From an optimization exercise on the open Yosys and OpenROAD flow, aimed at small area; shortcuts taken in it are not production practice.
Only simulation tests tie the RTL to the original design; equivalence was not proved.
Power is estimated from default activity; no workload was simulated.

==> flow/design.v, too long to show whole: its modules and the start of the top module <==
// module pixel_generation: 1456 lines
module pixel_generation(
    input clk,
    input reset,
    input video_on,
    input [9:0] x, y,
    input KEY_UP, KEY_DOWN, KEY_LEFT, KEY_RIGHT,
    output [11:0] rgb
    );
  // ...
==> flow/flow/run.sh <==
#!/bin/bash
# Layout flow: the standard flow (standard.sh), except that
#  - synthesis maps the logic with an area-oriented ABC script (flow/area.abc)
#    instead of ORFS's delay-oriented one, and without extracting adder
#    cells first (flow/my_synth.tcl), and
#  - the port buffers are sky130_fd_sc_hd__buf_1 cells.
# Registers, floorplan, power grid, placement, CTS and routing are the
# standard flow's.
set -euo pipefail
WORK=$(pwd)
sed "s|SYNTH_SCRIPT=[^ ]*|SYNTH_SCRIPT=$WORK/flow/my_synth.tcl 'BUFFER_PORTS_ARGS=-buffer_cell sky130_fd_sc_hd__buf_1'|" standard.sh > my_standard.sh
grep -q "SYNTH_SCRIPT=$WORK/flow/my_synth.tcl" my_standard.sh
bash my_standard.sh > flow_make.log 2>&1
==> flow/flow/area.abc <==
strash; &get -n; &dch; &nf -R 1000 -p; &put; topo
==> flow/flow/my_synth.tcl <==
proc synth {args} { yosys synth -nofsm -noshare {*}$args }
# area-oriented mapping: same synthesis, own ABC script
set ::my_abc_script [file join [file dirname [file normalize [info script]]] area.abc]
proc abc {args} {
  set i [lsearch -exact $args -script]
  if {$i >= 0} { set args [lreplace $args $i [expr {$i + 1}] -script $::my_abc_script] }
  yosys abc {*}$args
}
# no adder extraction: ABC maps the adders' gates with the rest of the logic
proc extract_fa {args} { }
source $::env(SCRIPTS_DIR)/synth.tcl
# left out here: clear keep_hierarchy, flatten, clean up, hide names made inside functions, write 1_2_yosys.v
==> flow/standard.sh <==
#!/bin/bash
# synth_recipe.tcl (not shown) runs the flow's synth.tcl, then flattens the netlist and writes it again
# the make line also repeats each setting of config.mk as NAME=value (left out here)
make -C /OpenROAD-flow-scripts/flow DESIGN_CONFIG=/design/flow/config.mk WORK_HOME=/design/flow/orfs CLKGATE_MAP_FILE= SYNTH_SCRIPT=/design/flow/synth_recipe.tcl "${@:-finish}"
==> flow/config.mk <==
export PLATFORM = sky130hd
export DESIGN_NAME = pixel_generation
export DESIGN_NICKNAME = pixel_generation
export VERILOG_FILES = /design/flow/design.v
export SDC_FILE = /design/flow/constraint.sdc
export NUM_CORES = 4
export LEC_CHECK = 0
export ABC_AREA = 1
export CAP_MARGIN = 20
export CORE_MARGIN = 2
export CORE_UTILIZATION = 40
export SLEW_MARGIN = 20
==> flow/constraint.sdc <==
create_clock -name core_clock -period 10.0 [get_ports {clk}]
set_input_delay 2.0000 -clock core_clock [delete_from_list [all_inputs] [get_ports {clk}]]
set_output_delay 2.0000 -clock core_clock [all_outputs]
set_load 0.01 [all_outputs]
==> impl_results.md, run 1 <==
- Via count: around 6.4k
- DR pass1 iterations: 6
- # clk buffers: 3
- M1 WL: around 8.6 mm
- Status: complete, no violations
- Met2 Routed Length: ~7.4 mm
- Post-Place Worst Slack: a little over 0.9 ns
- Max_cap viols: 0
- Tapcells: 147
- Routing usage on met3: 0.06908
- Post-layout nets: 853
- Dpl cell area: ~5100 sq um
- Data arrival, critical path: ~9 ns
- Max reg flops: 10
- VDD IR-drop max: roughly 0.000056 V
- Hold Buf Count CTS: 0
- CTS tree: done
- DR WL/cell: a little under 20 um
- Cell count after synthesis: 783
- Finished layout cell area: ~5200 sq um
- Mux share of post-synthesis cell area: 0.004412
- Final hold slack: about 0.58 ns
- Slowest Stage Delay on Critical Path: 0.52 ns
- Buffers & Inverters on Critical Path: 1
- Number of antenna violations at the first check in global routing: 0
- Worst Hold Class: flop to flop
- Top cells by count, synth: nand2_1 (118), nor2_1 (110), o21ai_0 (81)
- Post-DP HPWL: roughly 15 mm
- Sequential Area: between 600 and 700 sq um
- Crit path max-delay family: XOR/XNOR gates
- Most frequent cells in the layout: nand2_1 (118), nor2_1 (109), o21ai_0 (81)
- Non-clock inverter count: 26
- Final Hold Viols: 0
- Switching Share: 0.5680
- Crit-path max FO: 9
- Nature of the critical path endpoint: flop
- Uppermost layer routed: met4
- Die Y: roughly 110 um
- Met1 usage: 0.4508
==> inputs of run 2 (changes only) <==
--- a/flow/config.mk
+++ b/flow/config.mk
@@ -8,5 +8,5 @@
 export ABC_AREA = 1
-export CAP_MARGIN = 20
+export CAP_MARGIN = 0
 export CORE_MARGIN = 2
 export CORE_UTILIZATION = 40
-export SLEW_MARGIN = 20
+export SLEW_MARGIN = 0
==> run 2 against run 1 <==
Combinational power about the same. Wire length is the same. Largest cell class unchanged. Maximum frequency is the same. Via count is the same. First-iteration DRC count did not move. Clock skew unchanged. Setup slack stayed put. Critical endpoint unchanged. Die area is the same.
==> impl_results.md, run 2 <==
- Status: complete, no violations (unchanged)
- CORE AREA: 11910 sq um (unchanged)
- Hold Startpoint: sy[5] (unchanged)
- Via count: 6431 (unchanged)
- Initial Utilization: 0.4047 (unchanged)
- Minimum clock period: 8.845 ns (unchanged)
- Number of antenna violations at the first check in global routing: 0 (unchanged)
- Gr usage total: 0.2825 (unchanged)
- Slew @ Worst Pin: 1.026 ns (unchanged)
- Mapped Nets: 810 (unchanged)
- Mux share of post-synthesis cell area: 0.004412 (unchanged)
- Adder-cell share of the synthesized area: 0.01038 (unchanged)
- Max_slew headroom: 0.3160 (unchanged)
- Crit-path max FO: 9 (unchanged)
- Commonest non-fill, non-tap cell in the layout: nand2_1 (unchanged)
- Req. time, crit path: 10.19 ns (about the same)
- Top Registers: sx x10, sy x9, st x3 (unchanged)
- Main combinational cell family by area after synthesis: simple AND/OR/NAND/NOR gates (unchanged)
- Top cells by count, synth: nand2_1 (118), nor2_1 (110), o21ai_0 (81) (unchanged)
- VDD IR-drop max: 0.00005560 V (unchanged)
- Crit Path Category: flop to flop (unchanged)
- Max Clock Freq: 0.1131 GHz (unchanged)
- Share of cells above drive strength 1: 0.02667 (unchanged)
- Final estimated routing congestion in global placement: 1.035 (unchanged)
- Largest net degree at the start of global routing: 28 (unchanged)
- Max_cap viols: 0 (unchanged)
- Post-CTS Setup Bufs: 0 (unchanged)
- Leakage dissipation: 1.731 nW (unchanged)
- Synth area leader: dfrtp_1 (unchanged)
- Die ar.: 12950 sq um (unchanged)
- RR Startpoint: sy[0] (unchanged)
- Skew final: 0.004952 ns (unchanged)
- Cell count after synthesis: 783 (unchanged)
- PD cells: 145.7 nW/um^2 (unchanged)
- Max reg flops: 10 (unchanged)
- DR WL/cell: 19.31 um (unchanged)
- Clock Tree Buf Depth: 2 (unchanged)
- Ys async rst share: 1.000 (unchanged)
- Top cells by area, synth: dfrtp_1 (9.9%), nand2_1 (9.2%), nor2_1 (8.6%) (unchanged)
- Syn Std Cell Area: 4821 sq um (unchanged)
- TritonCTS Buffers: 3 (unchanged)
- Compound-cell area share of the yosys netlist: 0.3496 (unchanged)
- Post-route ant nets: 0 (unchanged)
- # rows: 40 (unchanged)
- Post-layout nets: 853 (unchanged)
- Total Wirelength: 18.77 mm (unchanged)
- Post-route DRC violation count: 0 (unchanged)
- Tcrit/Tclk final: 0.8845 (unchanged)
- Synth top area share: 0.09862 (unchanged)
- Nature of the critical path endpoint: flop (unchanged)
- Sink Count: 25 (unchanged)
- CTS H-tree lvls: 1 (unchanged)
- Post-DP HPWL: 14.62 mm (unchanged)
- Most flops, register: sx (unchanged)
- Die width: 113.8 um (unchanged)
- Slowest Stage Delay on Critical Path: 0.52 ns (about the same)
- Root Driver: clkbuf_16 (unchanged)
- Global-route wire length before repair: 29.62 mm (unchanged)
- RSZ-0062 raised after global routing: false (unchanged)
- Fillers: 1288 (unchanged)
- Number of enable flip-flop cells after synthesis: 0 (unchanged)
- Post-Synth Simple-Gate Area: 0.3901 (unchanged)
- Slew Limit Fails: 0 (unchanged)
- Mean Syn Cell Area: 6.157 sq um (unchanged)
- Synth cell types: 61 (unchanged)
- Final hold slack: 0.5784 ns (unchanged)
- Final Hold Viols: 0 (unchanged)
- Data arrival, critical path: 9.03 ns (about the same)
- Worst Hold Class: flop to flop (unchanged)
- DR pass1 iterations: 6 (unchanged)
- Die Y: 113.8 um (unchanged)
- Crit path from: sy[0] (unchanged)
- Initial detailed-routing violation count: 1203 (unchanged)
- Sequential-to-total area share from yosys stat: 0.1313 (unchanged)
- Vias per inst: 6.616 (unchanged)
- Ys Warns: 1 (unchanged)
- Fin Setup TNS: 0 ns (unchanged)
- Post-Synth XOR/XNOR Area: 0.07994 (unchanged)
- I/O pin total: 39 (unchanged)
- CTS tree: done (unchanged)
- Grt ovf: 0 (unchanged)
- Clock Latency Late Sink: 0.27 ns (about the same)
- Vias in the first global route: 5420 (unchanged)
- P&R area growth vs syn: 8.850% (unchanged)
- FF+latch count, synth: 25 (unchanged)
- CP startpoint kind: flop (unchanged)
- Ys flop type: dfrtp_1 (unchanged)
- Register clock-pin slew on the reported worst setup and hold paths: 0.07 ns (about the same)
- Most frequent cells in the layout: nand2_1 (118), nor2_1 (109), o21ai_0 (81) (unchanged)
- Top-count cell post-synth: nand2_1 (unchanged)
- CP max-delay cell: dfrtp_1 (unchanged)
- IO buf count: 38 (unchanged)
- Final Setup Violations: 0 (unchanged)
- Antenna cells: 0 (unchanged)
==> run 2: cell counts in the layout (fill, tap and decap cells not counted) <==
No cell type changed its count.
==> run 2: per-stage QoR <==
step / std cells / util / worst slack (ns) / area [sq um] / power, mW
after floorplan: 783 / - / 2.835 / 4821 / 0.4949
after global placement: 968 / 0.4321 / 1.271 / 5147 / 0.6634
after detailed placement: 968 / 0.4321 / 0.9069 / 5147 / 0.6441
after CTS: 972 / 0.4391 / 0.8509 / 5230 / 0.7429
after global routing: 972 / 0.4405 / 0.02436 / 5248 / 0.8242
final: 972 / 0.4405 / 1.155 / 5248 / 0.7648
==> run 2: cells by family (layout without fill, tap and decap cells) <==
kind of cell / count (synthesis) / after routing
buffers and inverters: 35 / 77
muxes: 2 / 2
and+or+nand+nor: 400 / 400
xor gates and xnor gates: 44 / 44
AOI/OAI and AO/OA: 272 / 272
adders and majority gates: 5 / 5
DFF: 25 / 25
==> run 2: per-layer routing <==
layer / track usage / up-vias / routed length, um
li1: - / 3031 / -
met1: 0.4508 / 2873 / 8598
met2: 0.3840 / 484 / 7351
met3: 0.06908 / 43 / 2518
met4: 0.04390 / 0 / 299
met5: 0 / - / 0
==> run 2: area by class of cell <==
type	count	area, sq um	share of cell area
Timing Repair Buffer	47	210.2	0.04006
Clock buffer	3	75.07	0.01431
Inverter	26	97.59	0.01860
Clock inverter	1	7.507	0.001431
Tap cell	147	183.9	0.03505
Multi-Input combinational cell	723	4040	0.7699
Sequential cell	25	633.1	0.1206
==> run 2: where the power goes <==
part	internal, mW	switching [mW]
Combinational	0.165	0.367
Sequential	0.111	0.0280
Clock	0.0545	0.0394
==> run 2: path summary, 6_finish.rpt <==
kind	endpoint	slack [ns]	depth (start not counted)
min	sy[5]	0.58	2
max reg2reg	sx[0]	1.15	36
min reg2reg	sy[5]	0.58	2
min in group asynchronous	dir[1]	1.79	2
max	sx[0]	1.15	36
max in group asynchronous	sx[0]	7.76	2
==> run 2: timing repair <==
item,CTS,global route
resized for setup,0,3
hold buffers,0,0
endpoints found under the setup margin,0,18
==> run 2: critical path, delay by kind of cell, from the launching register on <==
| kind | cells | cell delay (ns) |
|---|---|---|
| XOR/XNOR | 7 | 2.79 |
| AO/OA/AOI/OAI | 14 | 2.73 |
| AND/OR/NAND/NOR | 14 | 2.52 |
| flip-flops | 1 | 0.52 |
| buffers and inverters | 1 | 0.17 |
==> inputs of run 3 (changes only) <==
--- a/flow/flow/run.sh
+++ b/flow/flow/run.sh
@@ -10,3 +10,3 @@
 WORK=$(pwd)
-sed "s|SYNTH_SCRIPT=[^ ]*|SYNTH_SCRIPT=$WORK/flow/my_synth.tcl 'BUFFER_PORTS_ARGS=-buffer_cell sky130_fd_sc_hd__buf_1'|" standard.sh > my_standard.sh
+sed "s|SYNTH_SCRIPT=[^ ]*|SYNTH_SCRIPT=$WORK/flow/my_synth.tcl 'BUFFER_PORTS_ARGS=-buffer_cell sky130_fd_sc_hd__buf_1' 'MIN_BUF_CELL_AND_PORTS=sky130_fd_sc_hd__buf_1 A X'|" standard.sh > my_standard.sh
 grep -q "SYNTH_SCRIPT=$WORK/flow/my_synth.tcl" my_standard.sh
--- a/flow/config.mk
+++ b/flow/config.mk
@@ -8,5 +8,5 @@
 export ABC_AREA = 1
-export CAP_MARGIN = 0
+export CAP_MARGIN = 20
 export CORE_MARGIN = 2
 export CORE_UTILIZATION = 40
-export SLEW_MARGIN = 0
+export SLEW_MARGIN = 20
==> run 3 against run 2 <==
Via count increased by 3.2%. Non-clock buffer count unchanged. Sequential cell count unchanged. Critical endpoint is now sy[6]. Largest cell class unchanged. Synthesized cell count unchanged. Setup slack got worse by 0.085 ns. Critical path depth unchanged. Global-route usage increased by 3.4 points. Worst hold slack got worse by 0.0062 ns. Maximum frequency decreased by 0.95%. Wire length increased by 10%. Design area decreased by 0.43%.
==> impl_results.md, run 3 <==
- Status: complete, no violations (unchanged)
- Top cells by area, synth: dfrtp_1 (9.9%), nand2_1 (9.3%), nor2_1 (8.6%) (was dfrtp_1 (9.9%), nand2_1 (9.2%), nor2_1 (8.6%))
- CORE AREA: 11560 sq um (was 11910 sq um)
- Main combinational cell family by area after synthesis: simple AND/OR/NAND/NOR gates (unchanged)
- Final Hold Viols: 0 (unchanged)
- Fin Setup TNS: 0 ns (unchanged)
- Largest net degree at the start of global routing: 28 (unchanged)
- Fillers: 1248 (was 1288)
- VDD IR-drop max: 0.00007327 V (was 0.00005560 V)
- Hold Buf Count CTS: 0 (unchanged)
- Clock Tree Buf Depth: 2 (unchanged)
- Tcrit/Tclk final: 0.8930 (was 0.8845)
- Sequential-to-total area share from yosys stat: 0.1323 (was 0.1313)
- Minimum clock period: 8.930 ns (was 8.845 ns)
- # rows: 39 (was 40)
- Final hold slack: 0.5722 ns (was 0.5784 ns)
- Final estimated routing congestion in global placement: 0.9991 (was 1.035)
- Top cells by count, synth: nand2_1 (118), nor2_1 (110), o21ai_0 (81) (unchanged)
- Crit-path max FO: 11 (was 9)
- Post-Synth XOR/XNOR Area: 0.08050 (was 0.07994)
- Commonest non-fill, non-tap cell in the layout: nand2_1 (unchanged)
- Antenna cells: 0 (unchanged)
- Initial detailed-routing violation count: 1022 (was 1203)
- Hold path depth: 2 (unchanged)
- Data arrival, critical path: 9.13 ns (was 9.03 ns)
- Hold Path End: sy[3] (was sy[5])
- CTS H-tree lvls: 1 (unchanged)
- Post-layout nets: 853 (unchanged)
- Slowest Stage Delay on Critical Path: 0.53 ns (was 0.52 ns)
- Mapped Nets: 810 (unchanged)
- P&R area growth vs syn: 9.148% (was 8.850%)
- Nature of the critical path endpoint: flop (unchanged)
- TritonCTS Buffers: 3 (unchanged)
- Skew final: 0.003491 ns (was 0.004952 ns)
- Via count: 6637 (was 6431)
- PD cells: 148.8 nW/um^2 (was 145.7 nW/um^2)
- Global-route wire length before repair: 32.64 mm (was 29.62 mm)
- RSZ-0062 raised after global routing: false (unchanged)
- Post-route DRC violation count: 0 (unchanged)
- Die width: 113.4 um (was 113.8 um)
- Most flops, register: sx (unchanged)
- Grt ovf: 0 (unchanged)
- Die ar.: 12860 sq um (was 12950 sq um)
- CP max-delay cell: dfrtp_1 (unchanged)
- Buffers & Inverters on Critical Path: 2 (was 1)
- FF+latch count, synth: 25 (unchanged)
- CP startpoint kind: flop (unchanged)
- Cell count after synthesis: 783 (unchanged)
- Ys flop type: dfrtp_1 (unchanged)
- Post-Synth Simple-Gate Area: 0.3928 (was 0.3901)
- IO buf count: 38 (unchanged)
- Slew Limit Fails: 0 (unchanged)
- Gr usage total: 0.3168 (was 0.2825)
- R2r setup slk: 1.07 ns (was 1.15 ns)
- Share of cells above drive strength 1: 0.02424 (was 0.02667)
- I/O pin total: 39 (unchanged)
- Ys Warns: 1 (unchanged)
- Root Driver: clkbuf_16 (unchanged)
- Max reg flops: 10 (unchanged)
- Clock Latency Late Sink: 0.26 ns (was 0.27 ns)
- Hold Startpoint: sy[3] (was sy[5])
- FF-to-FF End: sy[6] (was sx[0])
- Top-count cell post-synth: nand2_1 (unchanged)
- Die Y: 113.4 um (was 113.8 um)
- Vias per inst: 6.856 (was 6.616)
- Worst Hold Class: flop to flop (unchanged)
- Max_slew headroom: 0.3783 (was 0.3160)
- Most frequent cells in the layout: nand2_1 (118), nor2_1 (109), o21ai_0 (81) (unchanged)
- Final Setup Violations: 0 (unchanged)
- DR pass1 iterations: 7 (was 6)
- Initial Utilization: 0.4139 (was 0.4047)
- Tot Pwr: 0.7777 mW (was 0.7648 mW)
- RR Startpoint: sy[0] (unchanged)
- Total Wirelength: 20.74 mm (was 18.77 mm)
- Multi-input gate area: 4025 sq um (was 4040 sq um)
- Mux share of post-synthesis cell area: 0.004443 (was 0.004412)
- Number of enable flip-flop cells after synthesis: 0 (unchanged)
- CTS tree: done (unchanged)
- Crit Path Category: flop to flop (unchanged)
- Sink Count: 25 (unchanged)
- Compound-cell area share of the yosys netlist: 0.3521 (was 0.3496)
- Ys async rst share: 1.000 (unchanged)
- Post-DP HPWL: 16.60 mm (was 14.62 mm)
- Crit path max-delay family: simple AND/OR/NAND/NOR gates (was XOR/XNOR gates)
- Post-route ant nets: 0 (unchanged)
- Max Clock Freq: 0.1120 GHz (was 0.1131 GHz)
- R2R depth: 36 (unchanged)
- Req. time, crit path: 10.20 ns (was 10.19 ns)
- Crit-path most repeated cell: nor2_1
- Slew @ Worst Pin: 0.9268 ns (was 1.026 ns)
- DR WL/cell: 21.42 um (was 19.31 um)
- Setup WS post-layout: 1.070 ns (was 1.155 ns)
- Adder-cell share of the synthesized area: 0.01045 (was 0.01038)
- Synth area leader: dfrtp_1 (unchanged)
- Syn Std Cell Area: 4787 sq um (was 4821 sq um)
- Register clock-pin slew on the reported worst setup and hold paths: 0.06 ns (was 0.07 ns)
- Synth top area share: 0.09932 (was 0.09862)
- Vias in the first global route: 5931 (was 5420)
- Top Registers: sx x10, sy x9, st x3 (unchanged)
- Mean Syn Cell Area: 6.114 sq um (was 6.157 sq um)
- Number of antenna violations at the first check in global routing: 1 (was 0)
- Leakage dissipation: 1.725 nW (was 1.731 nW)
- Max_cap viols: 0 (unchanged)
- Sequential Area: 633.1 sq um (unchanged)
- Post-Place Worst Slack: 1.134 ns (was 0.9069 ns)
- Synth cell types: 61 (unchanged)
-- run 3: cell count changes in the layout (fill, tap and decap cells not counted) --
cell	previous run	this run
xor2_1	14	15
clkinvlp_4	1	0
xnor2_2	1	0
clkbuf_2	0	1
clkbuf_1	0	1
buf_1	38	37
xnor2_1	28	29
xor2_2	1	0
-- run 3: power breakdown --
group / switching [mW] / total, mW / internal [mW]
registers: 0.0300 / 0.141 / 0.111
clock network: 0.0357 / 0.0903 / 0.0546
logic: 0.381 / 0.546 / 0.165
total: 0.447 / 0.778 / 0.331
-- run 3: layout make-up --
| class | count | share of cell area |
|---|---|---|
| timing repair buffer | 47 | 0.04047 |
| tap | 143 | 0.03424 |
| inverter | 26 | 0.01868 |
| sequential | 25 | 0.1212 |
| clock buffer | 4 | 0.01509 |
| multi-input combinational | 723 | 0.7704 |
-- run 3: what timing repair did --
| action | 4_1_cts | 5_1_grt |
|---|---|---|
| resized for setup | 0 | 1 |
| setup buffers | 0 | 0 |
| endpoints found under the setup margin | 0 | 11 |
-- run 3: logic make-up after synthesis --
group                      Yosys count
buffers and inverters               35
muxes                                2
xor gates and xnor gates            44
and+or+nand+nor                    400
DFF                                 25
AOI/OAI and AO/OA                  272
adders and majority gates            5
-- run 3: per-layer routing --
layer / global-route usage / routed length, um / up-vias
li1: - / - / 3028
met1: 0.4880 / 9392 / 3089
met2: 0.4399 / 8252 / 470
met3: 0.08820 / 2701 / 50
met4: 0.05691 / 391 / 0
met5: 0 / 0 / -
-- run 3: stage by stage --
step,std cells,area [sq um],utilization
finish,968,5225,0.4518
global route,968,5225,0.4518
CTS,968,5221,0.4515
detailed placement,964,5142,0.4447
global placement,964,5142,0.4447
floorplan,783,4787,-
-- run 3: worst min-delay path, cell delays in order, from the launching register on --
cell and delay [ns]:
dfstp_2 0.41, nor2_1 0.11, a21oi_1 0.05
-- run 3: worst max-delay path by stage --
stage | slack [ns] | start | cells after the start | end
floorplan | 2.83 | sy[0] | 35 | sy[6]
global placement | 1.31 | sy[0] | 36 | sy[6]
CTS | 1.07 | sy[0] | 36 | sy[6]
global route | 0.04 | sy[0] | 37 | sx[3]
finish | 1.07 | sy[0] | 36 | sy[6]
detailed placement | 1.13 | sy[0] | 36 | sy[6]
==> inputs of run 4 (changes only) <==
--- a/flow/config.mk
+++ b/flow/config.mk
@@ -11,2 +11,3 @@
 export CORE_UTILIZATION = 40
+export CTS_BUF_LIST = sky130_fd_sc_hd__clkbuf_8
 export SLEW_MARGIN = 20
==> run 4 against run 3 <==
Combinational power about the same. Power down 3.8%. Largest cell class unchanged. Sequential power barely moved. Maximum frequency barely moved. Synthesized area is the same. Critical path depth stayed put. Still clean on timing, DRC and antenna. Global-route usage about the same. Utilization fell by 0.27 points. Via count fell by 1.3%.
==> impl_results.md, run 4 <==
- Status: complete, no violations (unchanged)
- Nature of the critical path endpoint: flop (unchanged)
- Hold path depth: 2 (unchanged)
- Slew Limit Fails: 0 (unchanged)
- Hold Path End: sy[3] (unchanged)
- M1 WL: 9.459 mm (was 9.392 mm)
- Grt ovf: 0 (unchanged)
- Max reg flops: 10 (unchanged)
- Sink Count: 25 (unchanged)
- Skew final: 0.004904 ns (was 0.003491 ns)
- PD cells: 144.0 nW/um^2 (was 148.8 nW/um^2)
- Largest net degree at the start of global routing: 28 (unchanged)
- Total Wirelength: 20.67 mm (was 20.74 mm)
- Fillers: 1246 (was 1248)
- R2R depth: 36 (unchanged)
- Top cells by area, synth: dfrtp_1 (9.9%), nand2_1 (9.3%), nor2_1 (8.6%) (unchanged)
- Max_cap viols: 0 (unchanged)
- Ys flop type: dfrtp_1 (unchanged)
- Cell count after synthesis: 783 (unchanged)
- Crit-path most repeated cell: nor2_1 (unchanged)
- Final Setup Violations: 0 (unchanged)
- Setup WS post-layout: 1.078 ns (was 1.070 ns)
- Most flops, register: sx (unchanged)
- Worst Hold Class: flop to flop (unchanged)
- Final estimated routing congestion in global placement: 0.9991 (unchanged)
- Syn Std Cell Area: 4787 sq um (unchanged)
- Die ar.: 12860 sq um (unchanged)
- Crit path max-delay family: simple AND/OR/NAND/NOR gates (unchanged)
- Final cell count without fillers: 969 (was 968)
- Clock Latency Late Sink: 0.28 ns (was 0.26 ns)
- Crit Path Category: flop to flop (unchanged)
- Synth cell types: 61 (unchanged)
- I/O pin total: 39 (unchanged)
- Crit-path max FO: 11 (unchanged)
- Max_slew headroom: 0.3809 (was 0.3783)
- Uppermost layer routed: met4 (unchanged)
- Via count: 6548 (was 6637)
- Top cells by count, synth: nand2_1 (118), nor2_1 (110), o21ai_0 (81) (unchanged)
- Vias per inst: 6.757 (was 6.856)
- Post-route ant nets: 0 (unchanged)
- Met2 Routed Length: 8.298 mm (was 8.252 mm)
- Tcrit/Tclk final: 0.8922 (was 0.8930)
- DP Cell Count: 964 (unchanged)
- CORE AREA: 11560 sq um (unchanged)
- WL met3: 2.583 mm (was 2.701 mm)
- Gr usage total: 0.3165 (was 0.3168)
- Post-route DRC violation count: 0 (unchanged)
- Fin Setup TNS: 0 ns (unchanged)
- DR WL/cell: 21.33 um (was 21.42 um)
- Root Driver: clkbuf_8 (was clkbuf_16)
- Leakage dissipation: 1.714 nW (was 1.725 nW)
- Number of antenna violations at the first check in global routing: 1 (unchanged)
- RR Startpoint: sy[0] (unchanged)
- Post-CTS Setup Bufs: 0 (unchanged)
- VDD IR-drop max: 0.00006936 V (was 0.00007327 V)
- Req. time, crit path: 10.22 ns (was 10.20 ns)
- R2r setup slk: 1.08 ns (was 1.07 ns)
- Commonest non-fill, non-tap cell in the layout: nand2_1 (unchanged)
- CP startpoint kind: flop (unchanged)
- Post-DP HPWL: 16.60 mm (unchanged)
- Hold Startpoint: sy[3] (unchanged)
- Synth area leader: dfrtp_1 (unchanged)
- Number of enable flip-flop cells after synthesis: 0 (unchanged)
- FF+latch count, synth: 25 (unchanged)
- IO buf count: 38 (unchanged)
- # rows: 39 (unchanged)
- Most frequent cells in the layout: nand2_1 (118), nor2_1 (109), o21ai_0 (81) (unchanged)
- Ys Warns: 1 (unchanged)
- Minimum clock period: 8.922 ns (was 8.930 ns)
- CTS H-tree lvls: 1 (unchanged)
- Slowest Stage Delay on Critical Path: 0.54 ns (was 0.53 ns)
- Clock Tree Buf Depth: 2 (unchanged)
- Die width: 113.4 um (unchanged)
- Buffers & Inverters on Critical Path: 2 (unchanged)
- Initial Utilization: 0.4139 (unchanged)
- CP max-delay cell: dfrtp_1 (unchanged)
- FF-to-FF End: sy[6] (unchanged)
- Global-route wire length before repair: 32.62 mm (was 32.64 mm)
- TritonCTS Buffers: 3 (unchanged)
- Vias in the first global route: 5947 (was 5931)
- Top-count cell post-synth: nand2_1 (unchanged)
- Mapped Nets: 810 (unchanged)
- Sequential-to-total area share from yosys stat: 0.1323 (unchanged)
- Final Hold Viols: 0 (unchanged)
- Initial detailed-routing violation count: 1022 (unchanged)
- Max Clock Freq: 0.1121 GHz (was 0.1120 GHz)
- Synth top area share: 0.09932 (unchanged)
- Ys async rst share: 1.000 (unchanged)
- Die Y: 113.4 um (unchanged)
- P&R area growth vs syn: 8.494% (was 9.148%)
- Mean Syn Cell Area: 6.114 sq um (unchanged)
- Top Registers: sx x10, sy x9, st x3 (unchanged)
- DR pass1 iterations: 6 (was 7)
- Share of cells above drive strength 1: 0.02424 (unchanged)
- CTS tree: done (unchanged)
- Data arrival, critical path: 9.14 ns (was 9.13 ns)
- Slew @ Worst Pin: 0.9229 ns (was 0.9268 ns)
- Register clock-pin slew on the reported worst setup and hold paths: 0.09 ns (was 0.06 ns)
- Post-Place Worst Slack: 1.134 ns (unchanged)
- Post-layout nets: 853 (unchanged)
- RSZ-0062 raised after global routing: false (unchanged)
[run 4: worst min-delay path: stages, from the launching register on]
cell	delay [ns]
dfstp_2	0.42
nor2_1	0.11
a21oi_1	0.05
[run 4: cells by family (layout without fill, tap and decap cells)]
logic type,after synthesis,in the layout,synth area share
flops,25,25,0.1323
xor+xnor,44,44,0.08050
other cells,0,1,0
compound gates,272,272,0.3521
fa+ha+maj,5,5,0.01046
simple gates,400,400,0.3928
buf+inv,35,77,0.02744
mux,2,2,0.004443
[run 4: through the flow]
stage               instance area [sq um]  utilization  power (mW)  hold slack (ns)
CTS                                  5187       0.4486      0.7261           0.5723
finish                               5194       0.4491      0.7479           0.5759
global placement                     5142       0.4447      0.6802           0.5613
detailed placement                   5142       0.4447      0.6636           0.5613
floorplan                            4787            -      0.4884           0.5088
global route                         5191       0.4489      0.8006           0.6073
[run 4: worst max path at each step]
stage / startpoint / endpoint / cells past startpoint
after CTS: sy[0] / sy[6] / 36
after global routing: sy[0] / sx[3] / 37
after floorplan: sy[0] / sy[6] / 35
after detailed placement: sy[0] / sy[6] / 36
after global placement: sy[0] / sy[6] / 36
final: sy[0] / sy[6] / 36
[run 4: repair_timing]
| action | CTS | global route |
|---|---|---|
| hold buffers | 0 | 0 |
| gates resized for setup | 0 | 1 |
| setup endpoints to repair | 0 | 11 |
[run 4: report_power, final]
group          total [mW]  internal (mW)  switching (mW)
Combinational       0.545          0.165           0.380
Sequential          0.141          0.111          0.0304
Clock              0.0612         0.0276          0.0336
Total               0.748          0.304           0.444
[run 4: area by class of cell]
class                           count  area [sq um]  share of cell area
Multi-Input combinational cell    723          4025              0.7750
Sequential cell                    25         633.1              0.1219
Timing Repair Buffer               47         211.5             0.04071
Tap cell                          143         178.9             0.03445
Inverter                           26         97.59             0.01879
Clock buffer                        3         41.29            0.007950
Clock inverter                      1         3.754           0.0007227
Antenna cell                        1         2.502           0.0004818
[run 4: layer usage]
layer,GRT usage,vias to the layer above
met5,0,-
met4,0.05935,0
met3,0.08874,36
met2,0.4387,442
met1,0.4867,3041
li1,-,3029
==> inputs of run 5 (changes only) <==
--- a/flow/flow/run.sh
+++ b/flow/flow/run.sh
@@ -10,3 +10,3 @@
 WORK=$(pwd)
-sed "s|SYNTH_SCRIPT=[^ ]*|SYNTH_SCRIPT=$WORK/flow/my_synth.tcl 'BUFFER_PORTS_ARGS=-buffer_cell sky130_fd_sc_hd__buf_1' 'MIN_BUF_CELL_AND_PORTS=sky130_fd_sc_hd__buf_1 A X'|" standard.sh > my_standard.sh
+sed "s|SYNTH_SCRIPT=[^ ]*|SYNTH_SCRIPT=$WORK/flow/my_synth.tcl 'BUFFER_PORTS_ARGS=-buffer_cell sky130_fd_sc_hd__buf_1' SYNTH_INSBUF=0|" standard.sh > my_standard.sh
 grep -q "SYNTH_SCRIPT=$WORK/flow/my_synth.tcl" my_standard.sh
--- a/flow/config.mk
+++ b/flow/config.mk
@@ -11,3 +11,2 @@
 export CORE_UTILIZATION = 40
-export CTS_BUF_LIST = sky130_fd_sc_hd__clkbuf_8
 export SLEW_MARGIN = 20
==> run 5 against run 4 <==
Clock skew shrank 0.0033 ns. Sequential share of layout area fell by 0.16 points. Worst hold slack worse by 0.00096 ns. Critical endpoint is now sy[7].
==> impl_results.md, run 5 <==
- Critical path depth in cells: 35 (was 36)
- Top Registers: sx x10, sy x9, st x3 (unchanged)
- Top cells by area, synth: dfrtp_1 (10%), nand2_1 (9.3%), nor2_1 (8.7%) (was dfrtp_1 (9.9%), nand2_1 (9.3%), nor2_1 (8.6%))
- Most frequent cells in the layout: nand2_1 (118), nor2_1 (109), o21ai_0 (81) (unchanged)
- Crit path from: sy[0] (unchanged)
- Largest net degree at the start of global routing: 28 (unchanged)
- Main combinational cell family by area after synthesis: simple AND/OR/NAND/NOR gates (unchanged)
- Final Hold Viols: 0 (unchanged)
- Ys Warns: 1 (unchanged)
- PD cells: 150.0 nW/um^2 (was 144.0 nW/um^2)
- P&R area growth vs syn: 10.69% (was 8.494%)
- Die ar.: 12770 sq um (was 12860 sq um)
- Skew final: 0.001555 ns (was 0.004904 ns)
- FF-to-FF End: sy[7] (was sy[6])
- Status: complete, no violations (unchanged)
- CP startpoint kind: flop (unchanged)
- Antenna cells: 0 (was 1)
- Post-CTS Setup Bufs: 0 (unchanged)
- Register clock-pin slew on the reported worst setup and hold paths: 0.07 ns (was 0.09 ns)
- Ys async rst share: 1.000 (unchanged)
- Compound-cell area share of the yosys netlist: 0.3546 (was 0.3521)
- Die width: 113.0 um (was 113.4 um)
- Cell count after synthesis: 774 (was 783)
- DR pass1 iterations: 17 (was 6)
- Slowest Stage Delay on Critical Path: 0.53 ns (was 0.54 ns)
- Top-count cell post-synth: nand2_1 (unchanged)
- Post-route DRC violation count: 0 (unchanged)
- Initial detailed-routing violation count: 870 (was 1022)
- Initial Utilization: 0.4128 (was 0.4139)
- Commonest non-fill, non-tap cell in the layout: nand2_1 (unchanged)
- Post-route ant nets: 0 (unchanged)
- Top cells by count, synth: nand2_1 (118), nor2_1 (110), o21ai_0 (81) (unchanged)
- CTS H-tree lvls: 1 (unchanged)
- Sink Count: 25 (unchanged)
- Slew @ Worst Pin: 0.9332 ns (was 0.9229 ns)
- Post-DP HPWL: 16.94 mm (was 16.60 mm)
- Ys flop type: dfrtp_1 (unchanged)
- R2r setup slk: 1.15 ns (was 1.08 ns)
- Final hold slack: 0.5750 ns (was 0.5759 ns)
- Sequential-to-total area share from yosys stat: 0.1332 (was 0.1323)
- Max_slew headroom: 0.3779 (was 0.3809)
- Minimum clock period: 8.853 ns (was 8.922 ns)
- Most flops, register: sx (unchanged)
- Post-Synth Simple-Gate Area: 0.3956 (was 0.3928)
- Crit path max-delay family: simple AND/OR/NAND/NOR gates (unchanged)
- RR Startpoint: sy[0] (unchanged)
- Mux share of post-synthesis cell area: 0.004475 (was 0.004443)
- Total Wirelength: 21.59 mm (was 20.67 mm)
- FF+latch count, synth: 25 (unchanged)
- TritonCTS Buffers: 3 (unchanged)
- Mapped Nets: 801 (was 810)
- Leakage dissipation: 1.753 nW (was 1.714 nW)
- Post-layout nets: 856 (was 853)
- CORE AREA: 11520 sq um (was 11560 sq um)
- Crit-path max FO: 9 (was 11)
- CP endpoint: sy[7] (was sy[6])
- Number of antenna violations at the first check in global routing: 0 (was 1)
- I/O pin total: 39 (unchanged)
- Root Driver: clkbuf_16 (was clkbuf_8)
- Fillers: 1256 (was 1246)
- RSZ-0062 raised after global routing: false (unchanged)
- Buffers & Inverters on Critical Path: 1 (was 2)
- Final estimated routing congestion in global placement: 1.026 (was 0.9991)
- Clock Tree Buf Depth: 2 (unchanged)
- Global-route wire length before repair: 33.42 mm (was 32.62 mm)
- Nature of the critical path endpoint: flop (unchanged)
- Grt ovf: 0 (unchanged)
- Synth top area share: 0.1000 (was 0.09932)
- Fin Setup TNS: 0 ns (unchanged)
- Die Y: 113.0 um (was 113.4 um)
- Synth cell types: 60 (was 61)
- Data arrival, critical path: 9.00 ns (was 9.14 ns)
- Clock Latency Late Sink: 0.27 ns (was 0.28 ns)
- Slew Limit Fails: 0 (unchanged)
- Req. time, crit path: 10.15 ns (was 10.22 ns)
- Tcrit/Tclk final: 0.8853 (was 0.8922)
- Syn Std Cell Area: 4753 sq um (was 4787 sq um)
- Vias per inst: 6.880 (was 6.757)
- Worst Hold Class: flop to flop (unchanged)
- Gr usage total: 0.3293 (was 0.3165)
- IO buf count: 38 (unchanged)
- Post-Synth XOR/XNOR Area: 0.08107 (was 0.08050)
- Max_cap viols: 0 (unchanged)
- Share of cells above drive strength 1: 0.03019 (was 0.02424)
- CTS tree: done (unchanged)
- Crit Path Category: flop to flop (unchanged)
- Vias in the first global route: 5916 (was 5947)
- Synth area leader: dfrtp_1 (unchanged)
- Adder-cell share of the synthesized area: 0.01053 (was 0.01045)
- # rows: 39 (unchanged)
- Final Setup Violations: 0 (unchanged)
- Max reg flops: 10 (unchanged)
- CP max-delay cell: xor2_1 (was dfrtp_1)
- DR WL/cell: 22.23 um (was 21.33 um)
- R2R depth: 35 (was 36)
- Number of enable flip-flop cells after synthesis: 0 (unchanged)
- Max Clock Freq: 0.1130 GHz (was 0.1121 GHz)
- Crit-path most repeated cell: nor2_1 (unchanged)
- Via count: 6680 (was 6548)
- VDD IR-drop max: 0.00006915 V (was 0.00006936 V)
- Mean Syn Cell Area: 6.141 sq um (was 6.114 sq um)
run 5: metal layers:
layer	up-vias	GRT usage	wire [um]
met5	-	0	0
met1	3157	0.5276	10000
met2	471	0.4263	8219
li1	3024	-	-
met3	28	0.1157	3156
met4	0	0.03577	211
run 5: repair_timing:
item,4_1_cts,5_1_grt
hold buffers,0,0
gates resized for setup,0,3
setup endpoints to repair,0,17
run 5: through the flow:
step	std cells	total power [mW]	utilization	instance area (sq um)	setup slack (ns)
2_1_floorplan	774	0.4838	-	4753	2.835
3_3_place_gp	967	0.6775	0.4485	5165	1.241
3_5_place_dp	967	0.6644	0.4485	5165	0.9654
4_1_cts	971	0.7595	0.4553	5244	0.9326
5_1_grt	971	0.8363	0.4569	5261	0.2276
6_report	971	0.7892	0.4569	5261	1.147
run 5: worst reg2reg max path, delay by kind of cell, from the launching register on:
family,cells,cell delay [ns]
simple gates,15,2.81
compound gates,12,2.46
buf+inv,1,0.18
xor+xnor,7,2.79
flops,1,0.51
run 5: worst min-delay path by stage:
stage / start / to / slack [ns] / depth (start not counted)
after floorplan: st[0] / st[0] / 0.51 / 2
after global placement: sx[2] / sx[2] / 0.56 / 2
after detailed placement: sy[5] / sy[5] / 0.56 / 2
after CTS: sy[5] / sy[5] / 0.57 / 2
after global routing: sy[2] / sy[2] / 0.60 / 2
final: sy[5] / sy[5] / 0.57 / 2
run 5: kinds of logic (layout without fill, tap and decap cells):
family                   count (synthesis)  after routing
AO/OA/AOI/OAI                          272            272
buffers and inverters                   26             80
XOR/XNOR                                44             44
flip-flops                              25             25
adder cells (fa/ha/maj)                  5              5
multiplexers                             2              2
AND/OR/NAND/NOR                        400            400
run 5: where the power goes:
| group | total, mW | internal [mW] | leakage (nW) | switching, mW |
|---|---|---|---|---|
| Clock | 0.0930 | 0.0547 | 0.0382 | 0.0383 |
| Sequential | 0.140 | 0.111 | 0.317 | 0.0287 |
| Combinational | 0.556 | 0.167 | 1.40 | 0.390 |
run 5: final cells by class:
cell class / instances / area (sq um) / area share
clock buffers: 4 / 78.83 / 0.01498
inverters: 26 / 97.59 / 0.01855
flip-flops and latches: 25 / 633.1 / 0.1203
repair buffers: 50 / 232.7 / 0.04423
well taps: 143 / 178.9 / 0.03401
multi-input cells: 723 / 4040 / 0.7679
==> inputs of run 6 (changes only) <==
==> flow/flow/run.sh (replaced) <==
#!/bin/bash
# Layout flow: the standard flow (standard.sh), except that
#  - synthesis maps the logic with an area-oriented ABC script (flow/area.abc)
#    instead of ORFS's delay-oriented one (flow/my_synth.tcl), and
#  - the port buffers are sky130_fd_sc_hd__buf_1 cells.
# Registers, floorplan, power grid, placement, CTS and routing are the
# standard flow's.
set -euo pipefail
WORK=$(pwd)
sed "s|SYNTH_SCRIPT=[^ ]*|SYNTH_SCRIPT=$WORK/flow/my_synth.tcl 'BUFFER_PORTS_ARGS=-buffer_cell sky130_fd_sc_hd__buf_1'|" standard.sh > my_standard.sh
grep -q "SYNTH_SCRIPT=$WORK/flow/my_synth.tcl" my_standard.sh
bash my_standard.sh > flow_make.log 2>&1
--- a/flow/flow/my_synth.tcl
+++ b/flow/flow/my_synth.tcl
@@ -8,4 +8,2 @@
 }
-# no adder extraction: ABC maps the adders' gates with the rest of the logic
-proc extract_fa {args} { }
 source $::env(SCRIPTS_DIR)/synth.tcl
==> run 6 against run 5 <==
Power rose by 5.8%. Worst hold slack got worse by 0.030 ns. Largest cell class unchanged. Clock skew rose by 0.0022 ns. Critical endpoint is now sx[4]. Final cell count rose by 3.6%. Wire length fell by 7.8%. Sequential share of layout area fell by 0.35 points. Sequential cell count did not move. Setup slack got worse by 0.27 ns. Design area rose by 3.0%. Sequential power rose by 4%. Highest routed layer unchanged. Synthesized area rose by 4.3%. Register-to-register slack got worse by 0.27 ns. Critical path type unchanged.
==> impl_results.md, run 6 <==
- Clock Latency Late Sink: 0.27 ns (about the same)
- PD cells: 154.1 nW/um^2 (was 150.0 nW/um^2)
- Clk network pwr share: 0.113 (was 0.118)
- Synth top area share: 0.09589 (was 0.1000)
- Max Clock Freq: 0.1096 GHz (was 0.1130 GHz)
- FF+latch count, synth: 25 (unchanged)
- Number of antenna violations at the first check in global routing: 0 (unchanged)
- Adder-cell share of the synthesized area: 0.07620 (was 0.01053)
- Max_slew headroom: 0.3218 (was 0.3779)
- I/O pin total: 39 (unchanged)
- Antenna cells: 0 (unchanged)
- Req. time, crit path: 10.21 ns (was 10.15 ns)
- Synth area leader: dfrtp_1 (unchanged)
- Buffers & Inverters on Critical Path: 1 (unchanged)
- Die width: 115.3 um (was 113.0 um)
- Top cells by area, synth: dfrtp_1 (9.6%), a21oi_1 (9.4%), nor2_1 (8.8%) (was dfrtp_1 (10%), nand2_1 (9.3%), nor2_1 (8.7%))
- CP startpoint kind: flop (unchanged)
- Post-route DRC violation count: 0 (unchanged)
- Finished layout cell area: 5418 sq um (was 5261 sq um)
- Minimum clock period: 9.122 ns (was 8.853 ns)
- Global-route wire length before repair: 31.73 mm (was 33.42 mm)
- Total Wirelength: 19.91 mm (was 21.59 mm)
- Top Registers: sx x10, sy x9, st x3 (unchanged)
- Worst Hold Class: flop to flop (unchanged)
- Slew Limit Fails: 0 (unchanged)
- Synth cell types: 59 (was 60)
- CTS H-tree lvls: 1 (unchanged)
- Register clock-pin slew on the reported worst setup and hold paths: 0.07 ns (about the same)
- Status: complete, no violations (unchanged)
- VDD IR-drop max: 0.00006450 V (was 0.00006915 V)
- Post-DP HPWL: 15.81 mm (was 16.94 mm)
- Commonest non-fill, non-tap cell in the layout: nor2_1 (was nand2_1)
- Die Y: 115.3 um (was 113.0 um)
- Die ar.: 13300 sq um (was 12770 sq um)
- Internal power: 0.3524 mW (was 0.3326 mW)
- Crit path max-delay family: simple AND/OR/NAND/NOR gates (unchanged)
- P_sw: 0.4827 mW (was 0.4566 mW)
- IO buf count: 38 (unchanged)
- CTS tree: done (unchanged)
- Skew final: 0.003737 ns (was 0.001555 ns)
- P&R area growth vs syn: 9.261% (was 10.69%)
- Mux share of post-synthesis cell area: 0.004290 (was 0.004475)
- Slowest Stage Delay on Critical Path: 0.69 ns (was 0.53 ns)
- Slew @ Worst Pin: 1.017 ns (was 0.9332 ns)
- Top-count cell post-synth: nor2_1 (was nand2_1)
- Cell count after synthesis: 796 (was 774)
- Post-Synth Simple-Gate Area: 0.3737 (was 0.3956)
- Fin util: 0.4492 (was 0.4569)
- Top cells by count, synth: nor2_1 (116), nand2_1 (112), a21oi_1 (93) (was nand2_1 (118), nor2_1 (110), o21ai_0 (81))
- CP max-delay cell: xnor2_1 (was xor2_1)
- Vias per inst: 6.551 (was 6.880)
- Crit-path most repeated cell: nand2_1 (was nor2_1)
- Syn Std Cell Area: 4959 sq um (was 4753 sq um)
- Nature of the critical path endpoint: flop (unchanged)
- Grt ovf: 0 (unchanged)
- Fillers: 1314 (was 1256)
- DR pass1 iterations: 6 (was 17)
- Ys async rst share: 1.000 (unchanged)
- R2r setup slk: 0.88 ns (was 1.15 ns)
- TritonCTS Buffers: 3 (unchanged)
- Vias in the first global route: 5777 (was 5916)
- Gate power share: 0.713 (was 0.705)
- Number of enable flip-flop cells after synthesis: 0 (unchanged)
- Root Driver: clkbuf_16 (unchanged)
- Ys flop type: dfrtp_1 (unchanged)
- Sequential-to-total area share from yosys stat: 0.1277 (was 0.1332)
- Share of cells above drive strength 1: 0.02387 (was 0.03019)
- Mapped Nets: 850 (was 801)
- Crit-path max FO: 9 (unchanged)
- Final hold slack: 0.5449 ns (was 0.5750 ns)
- Crit Path Category: flop to flop (unchanged)
- Tcrit/Tclk final: 0.9122 (was 0.8853)
- Fin Setup TNS: 0 ns (unchanged)
- Max_cap viols: 0 (unchanged)
- Post-Synth XOR/XNOR Area: 0.04946 (was 0.08107)
- Max reg flops: 10 (unchanged)
- Flop pwr share: 0.174 (was 0.177)
- Ys Warns: 1 (unchanged)
- Compound-cell area share of the yosys netlist: 0.3248 (was 0.3546)
- # rows: 40 (was 39)
- Initial Utilization: 0.4111 (was 0.4128)
- Final Setup Violations: 0 (unchanged)
- Post-layout nets: 893 (was 856)
- Data arrival, critical path: 9.33 ns (was 9.00 ns)
- Mean Syn Cell Area: 6.229 sq um (was 6.141 sq um)
- Most frequent cells in the layout: nor2_1 (116), nand2_1 (112), a21oi_1 (93) (was nand2_1 (118), nor2_1 (109), o21ai_0 (81))
- Main combinational cell family by area after synthesis: simple AND/OR/NAND/NOR gates (unchanged)
- CORE AREA: 12060 sq um (was 11520 sq um)
- Final Hold Viols: 0 (unchanged)
- Gr usage total: 0.3000 (was 0.3293)
- Largest net degree at the start of global routing: 26 (was 28)
- Most flops, register: sx (unchanged)
- Clock Tree Buf Depth: 2 (unchanged)
- Post-route ant nets: 0 (unchanged)
- Sink Count: 25 (unchanged)
- Final estimated routing congestion in global placement: 1.020 (was 1.026)
- Via count: 6590 (was 6680)
- DR WL/cell: 19.80 um (was 22.23 um)
- RSZ-0062 raised after global routing: false (unchanged)
- Switching Share: 0.5780 (was 0.5786)
- Dpl cell area: 5304 sq um (was 5165 sq um)
- Leakage dissipation: 1.899 nW (was 1.753 nW)
- Initial detailed-routing violation count: 1167 (was 870)
==> run 6: changes by cell type in the layout (fill, tap and decap cells not counted), sizes merged, moves of 7 or more <==
cell | before | now
nand3 | 34 | 24
and2 | 14 | 7
o21ai | 81 | 66
xnor2 | 29 | 20
clkinv | 25 | 41
xor2 | 15 | 8
ha | 0 | 27
a31oi | 25 | 17
a21oi | 75 | 93
nor3 | 37 | 45
==> run 6: final timing paths <==
kind,startpoint,endpoint,cells after the start
max,sy[0],sx[4],36
min in group asynchronous,reset,sx[3],2
max in group asynchronous,reset,sy[7],3
min,sy[5],sy[5],2
max reg2reg,sy[0],sx[4],36
min reg2reg,sy[5],sy[5],2
==> run 6: what timing repair did <==
item / 4_1_cts / 5_1_grt
resized for setup: 0 / 1
endpoints found under the setup margin: 0 / 8
buffers inserted: 0 / 0
hold buffers: 0 / 0
==> run 6: worst min-delay path: stages, from the launching register on <==
cell	delay, ns
dfstp_2	0.38
clkinv_1	0.09
a21oi_1	0.07
==> run 6: power by group through the flow <==
stage	sequential [mW]	combinational, mW	clock, mW
3_3_place_gp	0.148	0.583	0
4_1_cts	0.145	0.569	0.0955
6_report	0.145	0.596	0.0940
2_1_floorplan	0.132	0.406	0
3_5_place_dp	0.147	0.565	0
5_1_grt	0.148	0.654	0.100
==> run 6: per-stage QoR <==
| step | power (mW) | setup WS [ns] | instances |
|---|---|---|---|
| global route | 0.9022 | 0.03351 | 1006 |
| floorplan | 0.5388 | 2.724 | 796 |
| finish | 0.8351 | 0.8783 | 1006 |
| global placement | 0.7311 | 0.7130 | 1001 |
| CTS | 0.8093 | 0.8640 | 1005 |
| detailed placement | 0.7115 | 0.9358 | 1001 |
==> run 6: cells by family after synthesis <==
kind of cell | after synthesis
muxes | 2
buffers and inverters | 49
adders and majority gates | 31
xor gates and xnor gates | 28
and+or+nand+nor | 396
DFF | 25
AOI/OAI and AO/OA | 265
==> run 6: layer usage <==
metal,share of wire,global-route usage
met1,0.46,0.4734
met2,0.39,0.4207
met3,0.13,0.07169
met4,0.012,0.03052
met5,0,0
==> run 6: area by class of cell <==
cell class | count | area (sq um) | area share
Timing Repair Buffer | 47 | 230.2 | 0.04249
Clock buffer | 3 | 75.07 | 0.01386
Multi-Input combinational cell | 722 | 4114 | 0.7594
Inverter | 40 | 150.1 | 0.02771
Sequential cell | 25 | 633.1 | 0.1169
Clock inverter | 1 | 5.005 | 0.0009238
Tap cell | 168 | 210.2 | 0.03880

[port drivers added, routing unchanged]
In the flow no input, the clock included, has a driving cell. The finished layouts below were timed again as built, in two steps. Step 1 assumes that a clkbuf_16 drives the clock port and a buf_2 every other input. Step 2, shift: input delay + t, output delay - t, t = (earliest + latest rising clock arrival at the registers) / 2. This alone moves slack from input paths to output paths. Slacks: no drivers / after step 1 / after step 2; pairs: no drivers / after step 1.
| run | shift t [ns] | setup slack, ns | worst register clock-pin slew, ns | worst slew at a driven data input, ns | pins driven straight from the clock port |
|---|---|---|---|---|---|
| run 1 | 0.302 | 1.155 / 1.155 / 1.155 | 0.07 / 0.07 | 0.03 | 1 |
| run 2 | 0.302 | 1.155 / 1.155 / 1.155 | 0.07 / 0.07 | 0.03 | 1 |
| run 3 | 0.301 | 1.070 / 1.070 / 1.070 | 0.06 / 0.06 | 0.04 | 1 |
| run 4 | 0.309 | 1.078 / 1.078 / 1.078 | 0.09 / 0.09 | 0.04 | 1 |
| run 5 | 0.301 | 1.147 / 1.147 / 1.147 | 0.07 / 0.07 | 0.04 | 1 |
| run 6 | 0.301 | 0.878 / 0.878 / 0.878 | 0.07 / 0.07 | 0.03 | 1 |
After both steps setup and hold are still met in every run listed.
